From an optimization exercise on the open Yosys and OpenROAD flow, aimed at small area; shortcuts taken in it are not production practice. Function was checked by simulation only, so behaviour that the tests miss may differ from the original. Power figures rest on the tool's default switching activity, not on a simulated workload.

<file path="design.v">
`timescale 1ns / 1ps
module ascii_to_char_encoder(
	input [7:0] char,
	input [2:0] key,
	input [39:0] char_disp_out,
	output reg [7:0] out,
	output reg [6:0] char_rom_address );
	always@(key or char_disp_out)
		case(key)
			3'b000: out = char_disp_out[39:32];
			3'b001: out = char_disp_out[31:24];
			3'b010: out = char_disp_out[23:16];
			3'b011: out = char_disp_out[15:8];
			3'b100: out = char_disp_out[7:0];
			3'b101: out = 8'h00;
			default: out = 8'h00;
		endcase
	always@(char)
		case(char)
			8'h20: char_rom_address = 0; 
			8'h21: char_rom_address = 1;  
			8'h22: char_rom_address = 2;  
			8'h23: char_rom_address = 3;  
			8'h24: char_rom_address = 4;  
			8'h25: char_rom_address = 5;  
			8'h26: char_rom_address = 6;  
			8'h27: char_rom_address = 7;  
			8'h28: char_rom_address = 8;  
			8'h29: char_rom_address = 9;  
			8'h2a: char_rom_address = 10;  
			8'h2b: char_rom_address = 11;  
			8'h2c: char_rom_address = 12;  
			8'h2d: char_rom_address = 13;  
			8'h2e: char_rom_address = 14;  
			8'h2f: char_rom_address = 15;  
			8'h30: char_rom_address = 16;  
			8'h31: char_rom_address = 17;  
			8'h32: char_rom_address = 18;  
			8'h33: char_rom_address = 19;  
			8'h34: char_rom_address = 20;  
			8'h35: char_rom_address = 21;  
			8'h36: char_rom_address = 22;  
			8'h37: char_rom_address = 23;  
			8'h38: char_rom_address = 24;  
			8'h39: char_rom_address = 25;  
			8'h3a: char_rom_address = 26;  
			8'h3b: char_rom_address = 27;  
			8'h3c: char_rom_address = 28;  
			8'h3d: char_rom_address = 29;  
			8'h3e: char_rom_address = 30;  
			8'h3f: char_rom_address = 31;  
			8'h40: char_rom_address = 32;  
			8'h41: char_rom_address = 33;  
			8'h42: char_rom_address = 34;  
			8'h43: char_rom_address = 35;  
			8'h44: char_rom_address = 36;  
			8'h45: char_rom_address = 37;  
			8'h46: char_rom_address = 38;  
			8'h47: char_rom_address = 39;  
			8'h48: char_rom_address = 40;  
			8'h49: char_rom_address = 41;  
			8'h4a: char_rom_address = 42;  
			8'h4b: char_rom_address = 43;  
			8'h4c: char_rom_address = 44;  
			8'h4d: char_rom_address = 45;  
			8'h4e: char_rom_address = 46;  
			8'h4f: char_rom_address = 47;  
			8'h50: char_rom_address = 48;  
			8'h51: char_rom_address = 48;  
			8'h52: char_rom_address = 50;  
			8'h53: char_rom_address = 51;  
			8'h54: char_rom_address = 52;  
			8'h55: char_rom_address = 53;  
			8'h56: char_rom_address = 54;  
			8'h57: char_rom_address = 55;  
			8'h58: char_rom_address = 56;  
			8'h59: char_rom_address = 57;  
			8'h5a: char_rom_address = 58;  
			8'h5b: char_rom_address = 59;  
			8'h5c: char_rom_address = 60;  
			8'h5d: char_rom_address = 61;  
			8'h5e: char_rom_address = 62;  
			8'h5f: char_rom_address = 63;  
			8'h60: char_rom_address = 64;  
			8'h61: char_rom_address = 65;  
			8'h62: char_rom_address = 66;  
			8'h63: char_rom_address = 67;  
			8'h64: char_rom_address = 68;  
			8'h65: char_rom_address = 69;  
			8'h66: char_rom_address = 70;  
			8'h67: char_rom_address = 71;  
			8'h68: char_rom_address = 72;  
			8'h69: char_rom_address = 73;  
			8'h6a: char_rom_address = 74;  
			8'h6b: char_rom_address = 75;  
			8'h6c: char_rom_address = 76;  
			8'h6d: char_rom_address = 77;  
			8'h6e: char_rom_address = 78;  
			8'h6f: char_rom_address = 79;  
			8'h70: char_rom_address = 80;  
			8'h71: char_rom_address = 81;  
			8'h72: char_rom_address = 82;  
			8'h73: char_rom_address = 83;  
			8'h74: char_rom_address = 84;  
			8'h75: char_rom_address = 85;  
			8'h76: char_rom_address = 86;  
			8'h77: char_rom_address = 87;  
			8'h78: char_rom_address = 88;  
			8'h79: char_rom_address = 89;  
			8'h7a: char_rom_address = 90;  
			8'h7b: char_rom_address = 91;  
			8'h7c: char_rom_address = 92;  
			8'h7d: char_rom_address = 93;  
			8'h7e: char_rom_address = 94;  
			8'h7f: char_rom_address = 95;  
			default: char_rom_address = 0;  
		endcase
endmodule
`timescale 1ns / 1ps
module rom_glcd
	(
		input clk, reset,
		input [6:0] R_A,
		output reg [39:0] R_D 
	);
	always@(*)
		case(R_A)
			7'd0: R_D = {8'h00, 8'h00, 8'h00, 8'h00, 8'h00};  
			7'd1: R_D = {8'h00, 8'h00, 8'h5f, 8'h00, 8'h00};  
			7'd2: R_D = {8'h00, 8'h07, 8'h00, 8'h07, 8'h00};  
			7'd3: R_D = {8'h14, 8'h7f, 8'h14, 8'h7f, 8'h14};  
			7'd4: R_D = {8'h24, 8'h2a, 8'h7f, 8'h2a, 8'h12};  
			7'd5: R_D = {8'h23, 8'h13, 8'h08, 8'h64, 8'h62};  
			7'd6: R_D = {8'h36, 8'h49, 8'h55, 8'h22, 8'h50};  
			7'd7: R_D = {8'h00, 8'h05, 8'h03, 8'h00, 8'h00};  
			7'd8: R_D = {8'h00, 8'h1c, 8'h22, 8'h41, 8'h00};  
			7'd9: R_D = {8'h00, 8'h41, 8'h22, 8'h1c, 8'h00};  
			7'd10: R_D = {8'h14, 8'h08, 8'h3e, 8'h08, 8'h14};  
			7'd11: R_D = {8'h08, 8'h08, 8'h3e, 8'h08, 8'h08};  
			7'd12: R_D = {8'h00, 8'h50, 8'h30, 8'h00, 8'h00};  
			7'd13: R_D = {8'h08, 8'h08, 8'h08, 8'h08, 8'h08};  
			7'd14: R_D = {8'h00, 8'h60, 8'h60, 8'h00, 8'h00};  
			7'd15: R_D = {8'h20, 8'h10, 8'h08, 8'h04, 8'h02};  
			7'd16: R_D = {8'h3e, 8'h51, 8'h49, 8'h45, 8'h3e};  
			7'd17: R_D = {8'h00, 8'h42, 8'h7f, 8'h40, 8'h00};  
			7'd18: R_D = {8'h42, 8'h61, 8'h51, 8'h49, 8'h46};  
			7'd19: R_D = {8'h21, 8'h41, 8'h45, 8'h4b, 8'h31};  
			7'd20: R_D = {8'h18, 8'h14, 8'h12, 8'h7f, 8'h10};  
			7'd21: R_D = {8'h27, 8'h45, 8'h45, 8'h45, 8'h39};  
			7'd22: R_D = {8'h3c, 8'h4a, 8'h49, 8'h49, 8'h30};  
			7'd23: R_D = {8'h01, 8'h71, 8'h09, 8'h05, 8'h03};  
			7'd24: R_D = {8'h36, 8'h49, 8'h49, 8'h49, 8'h36};  
			7'd25: R_D = {8'h06, 8'h49, 8'h49, 8'h29, 8'h1e};  
			7'd26: R_D = {8'h00, 8'h36, 8'h36, 8'h00, 8'h00};  
			7'd27: R_D = {8'h00, 8'h56, 8'h36, 8'h00, 8'h00};  
			7'd28: R_D = {8'h08, 8'h14, 8'h22, 8'h41, 8'h00};  
			7'd29: R_D = {8'h14, 8'h14, 8'h14, 8'h14, 8'h14};  
			7'd30: R_D = {8'h00, 8'h41, 8'h22, 8'h14, 8'h08};  
			7'd31: R_D = {8'h02, 8'h01, 8'h51, 8'h09, 8'h06};  
			7'd32: R_D = {8'h32, 8'h49, 8'h79, 8'h41, 8'h3e};  
			7'd33: R_D = {8'h7e, 8'h11, 8'h11, 8'h11, 8'h7e};  
			7'd34: R_D = {8'h7f, 8'h49, 8'h49, 8'h49, 8'h36};  
			7'd35: R_D = {8'h3e, 8'h41, 8'h41, 8'h41, 8'h22};  
			7'd36: R_D = {8'h7f, 8'h41, 8'h41, 8'h22, 8'h1c};  
			7'd37: R_D = {8'h7f, 8'h49, 8'h49, 8'h49, 8'h41};  
			7'd38: R_D = {8'h7f, 8'h09, 8'h09, 8'h09, 8'h01};  
			7'd39: R_D = {8'h3e, 8'h41, 8'h49, 8'h49, 8'h7a};  
			7'd40: R_D = {8'h7f, 8'h08, 8'h08, 8'h08, 8'h7f};  
			7'd41: R_D = {8'h00, 8'h41, 8'h7f, 8'h41, 8'h00};  
			7'd42: R_D = {8'h20, 8'h40, 8'h41, 8'h3f, 8'h01};  
			7'd43: R_D = {8'h7f, 8'h08, 8'h14, 8'h22, 8'h41};  
			7'd44: R_D = {8'h7f, 8'h40, 8'h40, 8'h40, 8'h40};  
			7'd45: R_D = {8'h7f, 8'h02, 8'h0c, 8'h02, 8'h7f};  
			7'd46: R_D = {8'h7f, 8'h04, 8'h08, 8'h10, 8'h7f};  
			7'd47: R_D = {8'h3e, 8'h41, 8'h41, 8'h41, 8'h3e};  
			7'd48: R_D = {8'h7f, 8'h09, 8'h09, 8'h09, 8'h06};  
			7'd49: R_D = {8'h3e, 8'h41, 8'h51, 8'h21, 8'h5e};  
			7'd50: R_D = {8'h7f, 8'h09, 8'h19, 8'h29, 8'h46};  
			7'd51: R_D = {8'h46, 8'h49, 8'h49, 8'h49, 8'h31};  
			7'd52: R_D = {8'h01, 8'h01, 8'h7f, 8'h01, 8'h01};  
			7'd53: R_D = {8'h3f, 8'h40, 8'h40, 8'h40, 8'h3f};  
			7'd54: R_D = {8'h1f, 8'h20, 8'h40, 8'h20, 8'h1f};  
			7'd55: R_D = {8'h3f, 8'h40, 8'h38, 8'h40, 8'h3f};  
			7'd56: R_D = {8'h63, 8'h14, 8'h08, 8'h14, 8'h63};  
			7'd57: R_D = {8'h07, 8'h08, 8'h70, 8'h08, 8'h07};  
			7'd58: R_D = {8'h61, 8'h51, 8'h49, 8'h45, 8'h43};  
			7'd59: R_D = {8'h00, 8'h7f, 8'h41, 8'h41, 8'h00};  
			7'd60: R_D = {8'h02, 8'h04, 8'h08, 8'h10, 8'h20};  
			7'd61: R_D = {8'h00, 8'h41, 8'h41, 8'h7f, 8'h00};  
			7'd62: R_D = {8'h04, 8'h02, 8'h01, 8'h02, 8'h04};  
			7'd63: R_D = {8'h40, 8'h40, 8'h40, 8'h40, 8'h40};  
			7'd64: R_D = {8'h00, 8'h01, 8'h02, 8'h04, 8'h00};  
			7'd65: R_D = {8'h20, 8'h54, 8'h54, 8'h54, 8'h78};  
			7'd66: R_D = {8'h7f, 8'h48, 8'h44, 8'h44, 8'h38};  
			7'd67: R_D = {8'h38, 8'h44, 8'h44, 8'h44, 8'h20};  
			7'd68: R_D = {8'h38, 8'h44, 8'h44, 8'h48, 8'h7f};  
			7'd69: R_D = {8'h38, 8'h54, 8'h54, 8'h54, 8'h18};  
			7'd70: R_D = {8'h08, 8'h7e, 8'h09, 8'h01, 8'h02};  
			7'd71: R_D = {8'h0c, 8'h52, 8'h52, 8'h52, 8'h3e};  
			7'd72: R_D = {8'h7f, 8'h08, 8'h04, 8'h04, 8'h78};  
			7'd73: R_D = {8'h00, 8'h44, 8'h7d, 8'h40, 8'h00};  
			7'd74: R_D = {8'h20, 8'h40, 8'h44, 8'h3d, 8'h00};  
			7'd75: R_D = {8'h7f, 8'h10, 8'h28, 8'h44, 8'h00};  
			7'd76: R_D = {8'h00, 8'h41, 8'h7f, 8'h40, 8'h00};  
			7'd77: R_D = {8'h7c, 8'h04, 8'h18, 8'h04, 8'h78};  
			7'd78: R_D = {8'h7c, 8'h08, 8'h04, 8'h04, 8'h78};  
			7'd79: R_D = {8'h38, 8'h44, 8'h44, 8'h44, 8'h38};  
			7'd80: R_D = {8'h7c, 8'h14, 8'h14, 8'h14, 8'h08};  
			7'd81: R_D = {8'h08, 8'h14, 8'h14, 8'h18, 8'h7c};  
			7'd82: R_D = {8'h7c, 8'h08, 8'h04, 8'h04, 8'h08};  
			7'd83: R_D = {8'h48, 8'h54, 8'h54, 8'h54, 8'h20};  
			7'd84: R_D = {8'h04, 8'h3f, 8'h44, 8'h40, 8'h20};  
			7'd85: R_D = {8'h3c, 8'h40, 8'h40, 8'h20, 8'h7c};  
			7'd86: R_D = {8'h1c, 8'h20, 8'h40, 8'h20, 8'h1c};  
			7'd87: R_D = {8'h3c, 8'h40, 8'h30, 8'h40, 8'h3c};  
			7'd88: R_D = {8'h44, 8'h28, 8'h10, 8'h28, 8'h44};  
			7'd89: R_D = {8'h0c, 8'h50, 8'h50, 8'h50, 8'h3c};  
			7'd90: R_D = {8'h44, 8'h64, 8'h54, 8'h4c, 8'h44};  
			7'd91: R_D = {8'h00, 8'h08, 8'h36, 8'h41, 8'h00};  
			7'd92: R_D = {8'h00, 8'h00, 8'h7f, 8'h00, 8'h00};  
			7'd93: R_D = {8'h00, 8'h41, 8'h36, 8'h08, 8'h00};  
			7'd94: R_D = {8'h10, 8'h08, 8'h08, 8'h10, 8'h08};  
			7'd95: R_D = {8'h78, 8'h46, 8'h41, 8'h46, 8'h78};  
			default: R_D = 40'h0;
		endcase
endmodule
`timescale 1ns / 1ps
module register_8x16bit
	#(
		parameter	B = 8,  
						W = 4   
	)
	(
		input clk, clr, W_E,
		input [3:0] R_A, W_A,
		input [7:0] W_D,
		output [7:0] R_D 
	);
	reg [B-1:0] RAM [2**W-1:0];
	integer i;
	assign R_D = RAM[R_A];
	always@(posedge clk)
		if(clr==1)
			begin
				for (i = 0; i < 2**W; i = i + 1)   
					  RAM[i] <= 8'h00;
			end
		else 
			begin
				if(W_E) RAM[W_A] <= W_D;
			end
endmodule
`timescale 1ns / 1ps
module spi_sender(
	input reset, clk, slow_clk, slow_tick, gonder_komutu_posedge,
	input [7:0] gonderilecek_data,
	output reg spi_data_out, spi_ce,
	output wire spi_clk);
	reg gonder_komutu_posedge_buf, state;
	reg [7:0] gonderilecek_data_buf;
	reg [2:0] data_sayisi;
	assign spi_clk = ~slow_clk;
	always@(posedge clk) begin
		if (reset==1'b0) begin
			spi_data_out<=1'b0;
			spi_ce<=1'b1;
			state<=1'b0;
			gonder_komutu_posedge_buf<=1'b0;
			data_sayisi<=3'b111;
		end
		else if (slow_tick) begin
			gonder_komutu_posedge_buf<=gonder_komutu_posedge;
			case(state)
				1'b0: begin
					data_sayisi<=3'b111;
					spi_data_out<=1'b0;
					spi_ce<=1'b1;
					if (gonder_komutu_posedge_buf==1'b0 && gonder_komutu_posedge==1'b1) begin
						state<=1'b1;
						gonderilecek_data_buf<=gonderilecek_data;
					end
				end
				1'b1: begin
					if (data_sayisi > 0)
						data_sayisi<=data_sayisi-1;
					else begin
						data_sayisi<=3'b111;
						state<=1'b0;
					end
					spi_data_out<=gonderilecek_data_buf[data_sayisi];
					spi_ce<=1'b0;
				end
				default: state<=1'b0;
			endcase
		end
	end
endmodule
`timescale 1ns / 1ps
module spi_communicator(
	input reset, clk,
	input [7:0] encoder_out,
	output reg clk_out, reset_lcd, d_c, spi_sender, slow_clk,
	output wire slow_tick,
	output reg [2:0] encoder_key,
	output reg [3:0] ram_R_A,
	output reg [7:0] parallel_data );
	reg [3:0] counter;
	reg [3:0] state;
	reg [2:0] counter_clk;
	reg [6:0] ctr;
	always@(posedge clk)
		reset_lcd <= reset;
	assign slow_tick = counter_clk[2] & ~slow_clk;
	always@(posedge clk)
		if(reset == 0) begin
			counter_clk <= 0;
			slow_clk <= 0;
			clk_out <= 0;
		end
		else begin
			counter_clk <= counter_clk + 1;
			slow_clk <= counter_clk[2];
			clk_out <= slow_clk;
		end
	always@(posedge clk)
		if (reset == 0) begin
			ram_R_A <= 4'b0;
			ctr <= 7'b0;
			encoder_key <= 3'b000;
			state <= 0;			
			parallel_data <= 8'h00;			
			spi_sender <= 1'b0;			
			d_c <= 1'b0;					
			counter <= 4'b0000;
		end
		else if (slow_tick)
			case(state)
				0: begin
					encoder_key <= 3'b000; 
					parallel_data<=8'h21;
					spi_sender<=1'b1;					
					d_c<=1'b0;	
					if (counter< 4'b1111)
						counter<=counter+1;	
					else begin						
						counter<=4'b0000;
						state<=1;
						spi_sender<=1'b0;
						ram_R_A <= 4'b0; 
						ctr <= 7'b0;
					end
				end
				1: begin
					encoder_key <= 3'b000;
					parallel_data<=8'hb0;
					spi_sender<=1'b1;
					d_c<=1'b0;	
					if (counter< 4'b1111)
						counter<=counter+1;
					else begin
						counter<=4'b0000;
						state<=2;
						spi_sender<=1'b0;
						ram_R_A <= 4'b0;
						ctr <= 7'b0;
					end
				end
				2: begin
					encoder_key <= 3'b000;
					parallel_data<=8'h04;
					spi_sender<=1'b1;
					d_c<=1'b0;	
					if (counter< 4'b1111)
						counter<=counter+1;
					else begin
						counter<=4'b0000;
						state<=3;
						spi_sender<=1'b0;
						ram_R_A <= 4'b0;
						ctr <= 7'b0;
					end
				end
				3: begin
					encoder_key <= 3'b000;
					parallel_data<=8'h14;
					spi_sender<=1'b1;
					d_c<=1'b0;	
					if (counter< 4'b1111)
						counter<=counter+1;
					else begin
						counter<=4'b0000;
						state<=4;
						spi_sender<=1'b0;
						ram_R_A <= 4'b0;
						ctr <= 7'b0;
					end
				end
				4: begin
					encoder_key <= 3'b000;
					parallel_data<=8'h20;
					spi_sender<=1'b1;
					d_c<=1'b0;	
					if (counter< 4'b1111)
						counter<=counter+1;
					else begin
						counter<=4'b0000;
						state<=5;
						spi_sender<=1'b0;
						ram_R_A <= 4'b0;
						ctr <= 7'b0;
					end
				end
				5: begin
					ram_R_A <= 4'b0;  
					encoder_key <= 3'b000;
					parallel_data<=8'h0c;
					spi_sender<=1'b1;
					d_c<=1'b0;
					if (counter< 4'b1111)
						counter<=counter+1;
					else begin
						counter<=4'b0000;
						state<=6;
						spi_sender<=1'b0;
						ram_R_A <= 4'b0;
						ctr <= 7'b0;
					end
				end
				6: begin
					encoder_key <= 3'b000;
					parallel_data <= encoder_out;
					spi_sender <= 1'b1;
					d_c <= 1'b1;	
					if (counter < 4'b1111)
						counter <= counter+1;
					else begin
						counter <=  4'b0000;
						state <= 7;
						spi_sender <= 1'b0;
						ram_R_A <= ram_R_A;
						ctr <= ctr;
					end
				end
				7: begin
					encoder_key <= 3'b001;
					parallel_data <= encoder_out;
					spi_sender <= 1'b1;
					d_c <= 1'b1;	
					if (counter < 4'b1111)
						counter <= counter+1;
					else begin
						counter <= 4'b0000;
						state <= 8;
						spi_sender <= 1'b0;
						ram_R_A <= ram_R_A;
						ctr <= ctr;
					end
				end
				8: begin
					encoder_key <= 3'b010;
					parallel_data <= encoder_out;
					spi_sender <= 1'b1;
					d_c <= 1'b1;	
					if (counter < 4'b1111)
						counter <= counter+1;
					else begin
						counter <= 4'b0000;
						state <= 9;
						spi_sender <= 1'b0;
						ram_R_A <= ram_R_A;
						ctr <= ctr;
					end
				end
				9: begin
					encoder_key <= 3'b011;
					parallel_data <= encoder_out;
					spi_sender <= 1'b1;
					d_c <= 1'b1;	
					if (counter < 4'b1111)
						counter <= counter+1;
					else begin
						counter <= 4'b0000;
						state <= 10;
						spi_sender <= 1'b0;
						ram_R_A <= ram_R_A;
						ctr <= ctr;
					end
				end
				10: begin
					encoder_key <= 3'b100;
					parallel_data <= encoder_out;
					spi_sender <= 1'b1;
					d_c <= 1'b1;	
					if (counter < 4'b1111)
						counter <= counter+1;
					else begin
						counter <= 4'b0000;
						state <= 11;
						spi_sender <= 1'b0;
						ram_R_A <= ram_R_A;
						ctr <= ctr;
					end
				end
				11: begin
					encoder_key <= 3'b101;
					parallel_data <= encoder_out;
					spi_sender <= 1'b1;
					d_c <= 1'b1;
					if (counter < 4'b1111)
						counter <= counter+1;
					else begin
						counter <= 4'b0000;
						state <= 12;
						spi_sender <= 1'b0;
						ram_R_A <= ram_R_A;
						ctr <= ctr;
					end
				end
				12: begin
					state <= 6;
					if(ctr == 83) begin
						ram_R_A <= 0;
						ctr <= 0;
					end 
					else
						if (ctr >= 15) begin
							ram_R_A <= 15;
							ctr <= ctr + 1;
						end
						else begin
							ram_R_A <= ram_R_A + 1;
							ctr <= ctr + 1;
						end
				end
				default: state <= 0;
		endcase
endmodule
`timescale 1ns / 1ps
module glcd
	(
		input clk, reset, ram_write_en, clr_lcd_reg,
		input [3:0] ram_W_A,
		input [7:0] ram_data,
		output clk_out, reset_lcd, d_c,
		output spi_data_out, spi_clk, spi_ce 
	);
	wire slow_clk, slow_tick, spi_sender;
	wire [2:0] encoder_key;
	wire [3:0] ram_R_A; 
	wire [6:0] char_rom_address;
	wire [7:0] parallel_data, encoder_out, char_binary;
	wire [39:0] char_disp_out;
	spi_communicator spi_com( .clk(clk), .reset(reset), 
			.encoder_out(encoder_out),
			.clk_out(clk_out), .reset_lcd(reset_lcd), .d_c(d_c),
			.spi_sender(spi_sender), .slow_clk(slow_clk), .slow_tick(slow_tick),
			.encoder_key(encoder_key), .ram_R_A(ram_R_A), 
			.parallel_data(parallel_data) );
	spi_sender spi_sen( .clk(clk), .slow_clk(slow_clk), .slow_tick(slow_tick), .reset(reset), 
						.gonderilecek_data(parallel_data), .gonder_komutu_posedge(spi_sender), 
						.spi_data_out(spi_data_out), .spi_clk(spi_clk), .spi_ce(spi_ce) );
	ascii_to_char_encoder ascii_encoder( .char(char_binary), 
					.key(encoder_key), .char_disp_out(char_disp_out),
					.out(encoder_out), .char_rom_address(char_rom_address)  );
	rom_glcd rom( .clk(clk), .reset(1'b0), .R_A(char_rom_address), .R_D(char_disp_out) );
	register_8x16bit lcd_register ( .clk(clk), .clr(clr_lcd_reg), 
					.W_E(ram_write_en), .W_A(ram_W_A), .W_D(ram_data), 
					.R_A(ram_R_A), .R_D(char_binary) );
endmodule
`timescale 1ns / 1ps
module register_copier
	(
		input clk, reset,
		input [7:0] RAM_data,
		output reg tRAM_CLR, tRAM_W_EN, spi_com_reset, SU_completed, 
		output reg [3:0] RAM_WR_A,
		output reg [7:0] tRAM_data
	);
	reg [5:0] ctr;
	reg [3:0] address_ctr;
	reg [1:0] state, nstate, address_ctr_key, tRAM_data_key;
	localparam [1:0]
		s0=2'b00, 
		s1=2'b01, 
		s2=2'b10, 
		s3=2'b11;
	always@(posedge clk)
		if(reset==0) begin
			ctr <= 0;
			state <= s0;
			RAM_WR_A <= 4'b0;
			address_ctr <= 4'b0;
			tRAM_data <= 8'h00;
		end
		else begin
			ctr <= ctr + 1;
			if(ctr == 6'b010000) begin
				state <= nstate;
				RAM_WR_A <= address_ctr;
				case(address_ctr_key)
					2'b00: address_ctr <= 0;
					2'b01: address_ctr <= address_ctr;
					2'b10: address_ctr <= address_ctr + 1;
					default: address_ctr <= address_ctr;
				endcase
				case(tRAM_data_key)
					2'b00: tRAM_data <= tRAM_data;
					2'b01: tRAM_data <= RAM_data;
					default: tRAM_data <= tRAM_data;
				endcase
			end
		end
	always@(state, address_ctr) begin
		case(state)
			s0: nstate = s1;
			s1: nstate = s2;
			s2: nstate = (address_ctr < 15) ? s1 : s3; 
			s3: nstate = s3;
			default: nstate = s0;
		endcase
	end
	always@(state, RAM_data, address_ctr_key) begin
		tRAM_CLR = 0; 
		tRAM_W_EN = 1;
		address_ctr_key = 2'b01;
		case(state)
			s0: 
				begin
					tRAM_CLR = 1; 
					tRAM_W_EN = 0;
					address_ctr_key = 2'b00;
					tRAM_data_key = 2'b10;
					spi_com_reset = 0;
					SU_completed = 0;
				end
			s1: 
				begin	
					tRAM_data_key = 2'b01;
					spi_com_reset = 0;
					SU_completed = 0;
				end 
			s2: 
				begin
					tRAM_data_key = 2'b00;
					address_ctr_key = 2'b10;
					spi_com_reset = 0;
					SU_completed = 0;
				end
			s3: 
				begin
					tRAM_W_EN = 0;
					tRAM_data_key = 2'b10;
					spi_com_reset = 1;
					SU_completed = 1;
				end
			default: 
				begin
					tRAM_CLR = 1'b0; 
					tRAM_W_EN = 1'b0;
					spi_com_reset = 1'b0;
					address_ctr_key = 2'b11;
					tRAM_data_key = 2'b10;
					SU_completed = 1'b0;
				end
		endcase
	end
endmodule
`timescale 1ns / 1ps
module connector
	( 
		input [1:0] key,
		input wire [7:0] r_d1, r_d2, r_d3,
		input [3:0] r_a_in,
		output wire [3:0] r_a1, r_a2, r_a3,
		output wire [7:0] r_d_out
    );
	assign r_a1 = (key==2'b00) ? r_a_in : 4'b0;
	assign r_a2 = (key==2'b01) ? r_a_in : 4'b0;
	assign r_a3 = (key==2'b10) ? r_a_in : 4'b0;
	assign r_d_out = (key==2'b00) ? r_d1 :
							(key==2'b01) ? r_d2 :
							(key==2'b10) ? r_d3 : 4'b0;
endmodule
`timescale 1ns / 1ps
module ptext_rom_8x16bit
	#(
		parameter	B = 8,  
						W = 4   
	)
	(
		input clk, reset,
		input W_E,
		input [3:0] W_A,
		input [7:0] W_D,
		input [3:0] R_A,
		output [7:0] R_D
    );
	reg [B-1:0] ROM [2**W-1:0];
	assign R_D = ROM[R_A];
	always @(posedge clk)
		if(reset==1'b0)
			begin
				ROM[0] <= 8'h31;
				ROM[1] <= 8'h32;
				ROM[2] <= 8'h31;
				ROM[3] <= 8'h32;
				ROM[4] <= 8'h31;
				ROM[5] <= 8'h32;
				ROM[6] <= 8'h31;
				ROM[7] <= 8'h32;
				ROM[8] <= 8'h31;
				ROM[9] <= 8'h32;
				ROM[10] <= 8'h31;
				ROM[11] <= 8'h32;
				ROM[12] <= 8'h31;
				ROM[13] <= 8'h32;
				ROM[14] <= 8'h00;
				ROM[15] <= 8'h00;
			end
		else if(W_E)
			ROM[W_A] <= W_D;
endmodule
`timescale 1ns / 1ps
module key_rom_8x16bit
	#(
		parameter	B = 8,  
						W = 4   
	)
	(
		input clk, reset,
		input W_E,
		input [3:0] W_A,
		input [7:0] W_D,
		input [3:0] R_A,
		output [7:0] R_D
    );
	reg [B-1:0] ROM [2**W-1:0];
	assign R_D = ROM[R_A];
	always @(posedge clk)
		if(reset==1'b0)
			begin
				ROM[0] <= 8'h5A;   
				ROM[1] <= 8'h68;   
				ROM[2] <= 8'h5A;   
				ROM[3] <= 8'h68;  
				ROM[4] <= 8'h5A;   
				ROM[5] <= 8'h68;   
				ROM[6] <= 8'h5A;   
				ROM[7] <= 8'h68;   
				ROM[8] <= 8'h5A;   
				ROM[9] <= 8'h68;  
				ROM[10] <= 8'h5A;  
				ROM[11] <= 8'h68;  
				ROM[12] <= 8'h00;
				ROM[13] <= 8'h00;
				ROM[14] <= 8'h00;
				ROM[15] <= 8'h00;
			end
		else if(W_E)
			ROM[W_A] <= W_D;
endmodule
`timescale 1ns / 1ps
module mux2to1_4bit
	(
		input [3:0] in1, in2,
		input key,
		output reg [3:0] out 
	);
	always @(in1, in2, key)
		case(key)
			1'b0: out <= in1;
			1'b1: out <= in2;
			default: out <= 4'b0;
		endcase
endmodule
`timescale 1ns / 1ps
module encryption
	(
		input clk, en,
		input [7:0] text_data, key_data,
		output reg cipher_w_en, finished,
		output reg [3:0] text_address_ctr, key_address_ctr,
		output reg [7:0] cipher_data 
	);
	reg [2:0] state, nstate;
	reg [1:0] key;
	localparam [2:0]	
		s0=3'b000,
		s1=3'b001,
		s2=3'b010,
		s3=3'b011,
		s4=3'b100;
	always @(posedge clk)
		if(en==0)
			begin
				state <= s0;
				text_address_ctr <= 4'b0;
				key_address_ctr <= 4'b0;
			end
		else 
			begin
				state <= nstate;
				case(key)
					2'b00:
						begin
							text_address_ctr <= 4'b0;
							key_address_ctr <= 4'b0;
						end
					2'b01:
						begin
							key_address_ctr <= key_address_ctr + 1;
							text_address_ctr <= text_address_ctr + 1;
						end
					2'b10:
						begin
							text_address_ctr <= text_address_ctr;
							key_address_ctr <= 4'b0;
						end
					2'b11:
						begin
							text_address_ctr <= text_address_ctr;
							key_address_ctr <= key_address_ctr;
						end
				endcase
			end
	always @(state, key_data, text_data)
		case(state)
			s0: nstate = (key_data != 8'b0 && text_data != 8'b0) ? s1 : s4;
			s1: 
				begin
					if( key_data != 8'b0 && text_data != 8'b0 ) nstate = s3;
					else if( key_data == 8'b0 && text_data != 8'b0 ) nstate = s2;
					else if( key_data != 8'b0 && text_data == 8'b0 ) nstate = s4;
					else if( key_data == 8'b0 && text_data == 8'b0 ) nstate = s4;
					else nstate = s1;
				end
			s2, s3: nstate = s1;
			s4: nstate = s4;
			default: nstate = s0;
		endcase
	always @(state, key_data, text_data, key) 
		begin
			case(state)
				s0:
					begin
						key = 2'b00;
						cipher_w_en = 0;
						cipher_data = key_data ^ text_data;
						finished = 0;
					end
				s1:
					begin
						key = 2'b11;
						cipher_w_en = 1;
						cipher_data = key_data ^ text_data;
						finished = 0;
					end
				s2: 
					begin
						key = 2'b10;
						cipher_w_en = 0;
						cipher_data = key_data ^ text_data;
						finished = 0;
					end
				s3: 
					begin
						key = 2'b01;
						cipher_w_en = 0;
						cipher_data = key_data ^ text_data;
						finished = 0;
					end
				s4: 
					begin
						key = 2'b11;
						cipher_w_en = 0;
						finished = 1;
						cipher_data = key_data ^ text_data;
					end
				default:
					begin
						key = 2'b00;
						cipher_w_en = 1'b0;
						finished = 1'b0;
						cipher_data = key_data ^ text_data;
					end
			endcase
		end
endmodule
`timescale 1ns / 1ps
module datapath
	(
		input clk, reset,
		input wire en_encryption, clr_RAM, en_copier,
		input wire [1:0] key,
		input wire load, load_sel,
		input wire [3:0] load_addr,
		input wire [7:0] load_data,
		output wire encry_completed, copy_completed,
		output wire clk_out, reset_lcd, d_c,
		output wire spi_data_out, spi_clk, spi_ce
    );
	wire en_RAM, w_en;
	wire [3:0] rw_address, r_a1, r_a2, r_a3, c_text_ram_W_A, 
					c_key_ram_W_A, r_a_mux1, r_a_mux2;
	wire [7:0] ram_data1, ram_data2, r_d1, r_d2, r_d3, cipher_data;
	glcd lcd( .clk(clk), .reset(reset), .ram_write_en(en_RAM), .clr_lcd_reg(clr_RAM),
		.ram_W_A(rw_address), .ram_data(ram_data1), .clk_out(clk_out), 
		.reset_lcd(reset_lcd), .d_c(d_c), .spi_data_out(spi_data_out), 
		.spi_clk(spi_clk), .spi_ce(spi_ce) );
	register_copier reg_copier( .clk(clk), .reset(en_copier), .RAM_data(ram_data2), 
			.tRAM_CLR(), .tRAM_W_EN(en_RAM), .spi_com_reset(), 
			.SU_completed(copy_completed), .RAM_WR_A(rw_address), .tRAM_data(ram_data1) );
	connector connect( .key(key), .r_d1(r_d1), .r_d2(r_d2), .r_d3(r_d3), .r_a_in(rw_address),
					.r_a1(r_a1), .r_a2(r_a2), .r_a3(r_a3), .r_d_out(ram_data2) );
	ptext_rom_8x16bit plain_text( .clk(clk), .reset(reset), .W_E(load & ~load_sel),
					.W_A(load_addr), .W_D(load_data), .R_A(r_a_mux1), .R_D(r_d1) );
	key_rom_8x16bit key_text( .clk(clk), .reset(reset), .W_E(load & load_sel),
					.W_A(load_addr), .W_D(load_data), .R_A(r_a_mux2), .R_D(r_d2) );
	mux2to1_4bit mux1( .in1(r_a2), .in2(c_key_ram_W_A), .key(en_encryption), .out(r_a_mux2) );
	mux2to1_4bit mux2( .in1(r_a1), .in2(c_text_ram_W_A), .key(en_encryption), .out(r_a_mux1) );
	register_8x16bit cipher_text ( .clk(clk), .clr(clr_RAM), 
					.W_E(w_en), .W_A(c_text_ram_W_A), .W_D(cipher_data), 
					.R_A(r_a3), .R_D(r_d3) );
	encryption encrypt( .clk(clk), .en(en_encryption), .text_data(r_d1), .key_data(r_d2), 
		.cipher_w_en(w_en), .finished(encry_completed), .text_address_ctr(c_text_ram_W_A), 
		.key_address_ctr(c_key_ram_W_A), .cipher_data(cipher_data) );
endmodule
`timescale 1ns / 1ps
module controller
	(
		input clk, reset, 
		input crypt, encry_completed, b1, b2, b3,
		input copy_completed,
		output reg en_encryption, clr_RAM, en_copier,
		output reg [1:0] key,
		output reg led_init, led_wait1
    );
	reg [2:0] state, nstate;
	localparam [2:0]
		init = 3'b000,
		encryption = 3'b001,
		wait1 = 3'b010,
		text_copy = 3'b011,
		key_copy = 3'b100,
		cipher_copy = 3'b101;
	always @(posedge clk)
		if(reset == 1'b0)
			state <= init;
		else
			state <= nstate;
	always @(state, crypt, encry_completed, b1, b2, b3, copy_completed)
		case(state)
			init: nstate = (crypt) ? encryption : init;
			encryption: nstate = (encry_completed) ? wait1 : encryption;
			wait1: 
				case({b1, b2, b3})
					3'b100: nstate = text_copy;
					3'b010: nstate = key_copy;
					3'b001: nstate = cipher_copy;
					default: nstate = wait1;
				endcase
			text_copy: nstate = (copy_completed) ? wait1 : text_copy;
			key_copy: nstate = (copy_completed) ? wait1 : key_copy;
			cipher_copy: nstate = (copy_completed) ? wait1 : cipher_copy;
			default: nstate = init;
		endcase
	always @(state, crypt)
		begin
			led_init = 0;
			led_wait1 = 0;
			case(state)
				init:
					begin
						en_encryption = 0;
						clr_RAM = 1;
						key = 2'b00;
						led_init = 1;
						en_copier = 0;
					end
				encryption:
					begin
						en_encryption = 1;
						clr_RAM = 0;
						key = 2'b10;
						en_copier = 1;
					end
				wait1:
					begin
						en_encryption = 0;
						clr_RAM = 0;
						key = 2'b00;
						led_wait1 = 1;
						en_copier = 0;
					end
				text_copy:
					begin
						en_encryption = 0;
						clr_RAM = 0;
						key = 2'b00;
						en_copier = 1;
					end
				key_copy:
					begin
						en_encryption = 0;
						clr_RAM = 0;
						key = 2'b01;
						en_copier = 1;
					end
				cipher_copy:
					begin
						en_encryption = 0;
						clr_RAM = 0;
						key = 2'b10;
						en_copier = 1;
					end
				default:
					begin
						en_encryption = 1'b0;
						clr_RAM = 1'b0;
						key = 2'b00;
						en_copier = 1'b0;
					end
			endcase
		end
endmodule
`timescale 1ns / 1ps
module top_module
	(
		input clk, reset,
		input wire crypt, b1, b2, b3,
		input wire load, load_sel,
		input wire [3:0] load_addr,
		input wire [7:0] load_data,
		output wire led_init, led_wait1,
		output wire clk_out, reset_lcd, d_c,
		output wire spi_data_out, spi_clk, spi_ce
    );
	wire encry_completed, copy_completed, en_encryption, clr_RAM, en_copier;
	wire [1:0] key;
	controller cont( .clk(clk), .reset(reset), .crypt(crypt), .encry_completed(encry_completed), 
					.b1(b1), .b2(b2), .b3(b3), .copy_completed(copy_completed),
					.en_encryption(en_encryption), .clr_RAM(clr_RAM), .key(key), 
					.led_init(led_init), .led_wait1(led_wait1), .en_copier(en_copier) );
	datapath data ( .clk(clk), .reset(reset), .en_encryption(en_encryption), 
				.clr_RAM(clr_RAM), .key(key), .encry_completed(encry_completed), 
				.load(load), .load_sel(load_sel), .load_addr(load_addr), .load_data(load_data),
				.copy_completed(copy_completed), .en_copier(en_copier), .clk_out(clk_out), .reset_lcd(reset_lcd), 
				.d_c(d_c), .spi_data_out(spi_data_out), .spi_clk(spi_clk), .spi_ce(spi_ce) );
endmodule
</file>
<file path="run.sh">
#!/bin/bash
# synth_recipe.tcl (not shown) runs the flow's synth.tcl, then flattens the netlist and writes it again
# the make line also repeats each setting of config.mk as NAME=value (left out here)
make -C /OpenROAD-flow-scripts/flow DESIGN_CONFIG=/design/flow/config.mk WORK_HOME=/design/flow/orfs CLKGATE_MAP_FILE= SYNTH_SCRIPT=/design/flow/synth_recipe.tcl finish
</file>
<file path="config.mk">
export PLATFORM = sky130hd
export DESIGN_NAME = top_module
export DESIGN_NICKNAME = top_module
export VERILOG_FILES = /design/flow/design.v
export SDC_FILE = /design/flow/constraint.sdc
export NUM_CORES = 4
export LEC_CHECK = 0
export CAP_MARGIN = 20
export CORE_MARGIN = 2
export CORE_UTILIZATION = 40
export SLEW_MARGIN = 20
export SYNTH_MEMORY_MAX_BITS = 16384
</file>
<file path="constraint.sdc">
create_clock -name core_clock -period 10.0 [get_ports {clk}]
set_input_delay 2.0000 -clock core_clock [delete_from_list [all_inputs] [get_ports {clk}]]
set_output_delay 2.0000 -clock core_clock [all_outputs]
set_load 0.01 [all_outputs]
</file>
==> flow_summary.yaml <==
run_status:
  outcome: "complete, no violations"
critical_path:
  endpoint_kind: "flop"
  cp_data_arrival_time_ns: 7.24
  cp-start-kind: "flop"
  crit_type: "flop to flop"
  r2r_cells: 18
  cp_max_fo: 32
  endpoint: "data.lcd.spi_com.parallel_data[2]"
  r2r-end: "data.lcd.spi_com.parallel_data[2]"
  ff2ff_setup_slack_ns: 3.28
  crit_required_ns: 10.51
clock_tree:
  cts_root_buffer: "clkbuf_16"
  cts_max_level: 2
  insertion_delay_ns: 0.64
  postCtsSetupRepairBufs: 0
  cts_hold_buf: 0
  cts_max_path_buffers: 3
  path_clk_slew_ns: 0.07
  post_cts_resized: 0
  cts_tree: "yes"
  cts.sinks: 607
  cts_buffers: 61
floorplanning:
  rows: 105
  design.die.area_sq_mm: 0.0843
  start_util_pct: 40.2
  io_pins: 28
  die_x_um: 290
  die_h_um: 290
  coreArea_sq_mm: 0.0816
timing:
  setup_viol: 0
  relSlewSlack_pct: 26.1
  timing.setup.tns_ns: 0
  finalCritPeriodShare_pct: 67.2
  period_needed_ns: 6.72
  slew_violations: 0
  fin_worst_hold_slack_ns: 0.428
  fin_ws_ns: 3.28
  skew_ns: 0.0302
  clock.fmax_mhz: 149
  finalHoldViolCount: 0
  rsz0062_at_grt: "false"
  worstMarginPinSlew_ns: 1.10
route:
  routed-via-count: 24700
  drt_first_pass_iters: 6
  vias_per_cell: 6.03
  route.antenna.remaining_nets: 0
  drc: 0
  routedWlPerCell_um: 25.4
  drt_iter0_drc: 2396
  routed_wl_um: 104000
synthesis:
  synth_compound_gate_area_share_pct: 13.6
  synth_area_per_cell_sq_um: 10.7
  syn-instance-count: 3052
  async_flop_share_pct: 0
  muxShareOfSynthArea_pct: 8.73
  yosysUniqueCellTypes: 87
  synth_top_family_by_area: "simple AND/OR/NAND/NOR gates"
  synth_area_sq_mm: 0.0328
  synth_fa_ha_area_share_pct: 1.37
  synth.area.top_cells: "edfxtp_1, and2_1, dfxtp_1"
  synth_area_leader_cell: "edfxtp_1"
  synth_nets: 3108
  synth_xor_area_share_pct: 0.667
  synth_edf_count: 520
  synth_top_flop_cell: "edfxtp_1"
  synthSimpleGateAreaFrac_pct: 19.0
  yosysWarnings: 11
  synthDominantCellAreaShare_pct: 47.6
  ys_ff_latch: 607
  synth_seq_area_share_pct: 52.9
final_layout:
  final_common_cell: "edfxtp_1"
  syn2layout_area_growth_pct: 10.2
  drive_gt1_share_pct: 9.58
  fin_area_sq_mm: 0.0361
  fin_nets: 3034
  final_cell_mix: "edfxtp_1, and2_1, nor2_1"
  num_antenna_cells: 0
global_routing:
  grt_first_pass_wirelength_um: 157000
  grt_pass1_vias: 24500
  groute.usage.overall_pct: 24.3
  antenna_found_initial: 0
  grt_max_degree: 77
  overflow: 0
placement:
  place_hpwl_um: 69000
  gp_congestion: 0.992
  placed_area_sq_mm: 0.0341
  io_buffers: 27
  place_ws_ns: 3.41
power_and_ir_drop:
  vdd_drop_max_mv: 0.140
  p_leak_nw: 12.7
  powerDensity_mw_per_mm2: 160
  total_power_mw: 5.79
worst_hold_path:
  min_path_type: "flop to flop"
job:
  maxCapViolations: 0
==> flip-flops by register name, indices dropped and copies added, names as in the netlist, 2 cells and up, named ones only <==
register	cells
data.reg_copier.state	2
data.lcd.spi_com.state	4
data.lcd.lcd_register.RAM	128
data.encrypt.text_address_ctr	4
data.reg_copier.tRAM_data	8
data.key_text.ROM	128
data.reg_copier.RAM_WR_A	4
data.lcd.spi_com.counter_clk	3
cont.state	3
data.plain_text.ROM	128
data.lcd.spi_com.counter	4
data.lcd.spi_com.ram_R_A	4
data.lcd.spi_com.ctr	7
data.lcd.spi_sen.gonderilecek_data_buf	8
data.lcd.spi_com.encoder_key	3
data.reg_copier.address_ctr	4
data.encrypt.state	3
data.lcd.spi_com.parallel_data	8
data.encrypt.key_address_ctr	4
data.reg_copier.ctr	6
data.lcd.spi_sen.data_sayisi	3
data.cipher_text.RAM	128
==> power breakdown <==
part	switching (mW)	internal, mW
Clock	0.983	1.31
Sequential	0.0424	2.89
Combinational	0.403	0.163
==> worst min-delay path by stage <==
| stage | startpoint | to | slack [ns] | cells past startpoint |
|---|---|---|---|---|
| 2_1_floorplan | data.lcd.spi_com.counter_clk[0] | data.lcd.spi_com.counter_clk[0] | 0.40 | 1 |
| 3_3_place_gp | data.lcd.spi_com.counter_clk[0] | data.lcd.spi_com.counter_clk[0] | 0.41 | 1 |
| 3_5_place_dp | data.lcd.spi_com.parallel_data[7] | data.lcd.spi_sen.gonderilecek_data_buf[7] | 0.42 | 0 |
| 4_1_cts | data.lcd.spi_com.counter_clk[0] | data.lcd.spi_com.counter_clk[0] | 0.43 | 1 |
| 5_1_grt | data.lcd.spi_com.parallel_data[7] | data.lcd.spi_sen.gonderilecek_data_buf[7] | 0.44 | 0 |
| 6_report | data.lcd.spi_com.counter_clk[0] | data.lcd.spi_com.counter_clk[0] | 0.43 | 1 |
==> cell usage after synthesis, drive strengths merged, types with 7 or more instances <==
cell type / count
and3: 23
nand3: 57
edfxtp: 520
inv: 46
buf: 58
mux2i: 110
a221oi: 17
a31oi: 30
o31ai: 14
nand4: 10
nand2: 267
a32oi: 10
o22a: 9
mux2: 7
clkbuf: 200
a311oi: 33
o211ai: 24
o21ai: 121
o22ai: 12
ha: 36
or3: 65
a211oi: 76
nand2b: 63
a21boi: 14
a21o: 16
o2111ai: 20
nor2: 293
o311ai: 9
nand3b: 7
a21oi: 128
mux4: 74
dfxtp: 87
xnor2: 17
o221ai: 12
a22oi: 38
xor2: 8
nor3: 65
and2: 320
nor2b: 39
o21a: 9
==> cell type report <==
class / count / area [sq um]
fillers: 7607 / 45400
flip-flops and latches: 607 / 17400
multi-input cells: 2139 / 14300
clock buffers: 82 / 1760
well taps: 1070 / 1340
repair buffers: 121 / 968
clock inverters: 29 / 244
inverters: 48 / 180
==> layer usage <==
metal	track usage, %	routed length, um
met1	32.1	43300
met2	39.1	48100
met3	3.49	7180
met4	12.0	5580
met5	0	0
==> cell families (layout without fill, tap and decap cells) <==
group           Yosys count  in the layout
flops                   607            607
xor+xnor                 25             25
simple gates           1236           1236
mux                     191            191
buf+inv                 306            280
compound gates          651            651
fa+ha+maj                36             36
==> through the flow <==
stage               instances  utilization (%)
floorplan                3052                -
global placement         3984             41.8
detailed placement       3984             41.8
CTS                      4095             44.3
global route             4096             44.3
finish                   4096             44.3
==> worst max-delay path: stages (launching register included) <==
cell	delay, ns
dfxtp_2	0.31
buf_4	0.49
mux4_1	0.64
mux2i_1	0.17
nand2_1	0.18
nand2_1	0.16
buf_4	0.37
nor2_1	0.13
a31oi_1	0.85
inv_1	0.28
ha_1	0.52
buf_4	0.32
nor2_1	0.65
nand2_1	0.18
nand3_1	0.17
o21a_1	0.14
a211oi_1	0.07
or4_1	0.56
o311a_1	0.37

-- what the ideal ports hide --
Ports are ideal in the flow. The routed layout listed here was re-timed in OpenROAD. Step 1, drivers: a clkbuf_16 drives clk and a buf_2 each remaining input, both assumed. Step 2 also shifts input and output timing later by t, the mid clock arrival at the registers, as if the neighbouring blocks saw the same clock. Slacks: ideal / step 1 / step 2; pairs: ideal / step 1.
t (ns): 0.680
setup slack, ns: 3.276 / 3.276 / 3.276
hold WS [ns]: 0.428 / 0.428 / 0.428
pins driven straight from the clock port: 1
After both steps this run still meets setup and hold. For this run, drivers alone change the setup slack by 0.000 ns; drivers and shift together by 0.000 ns.
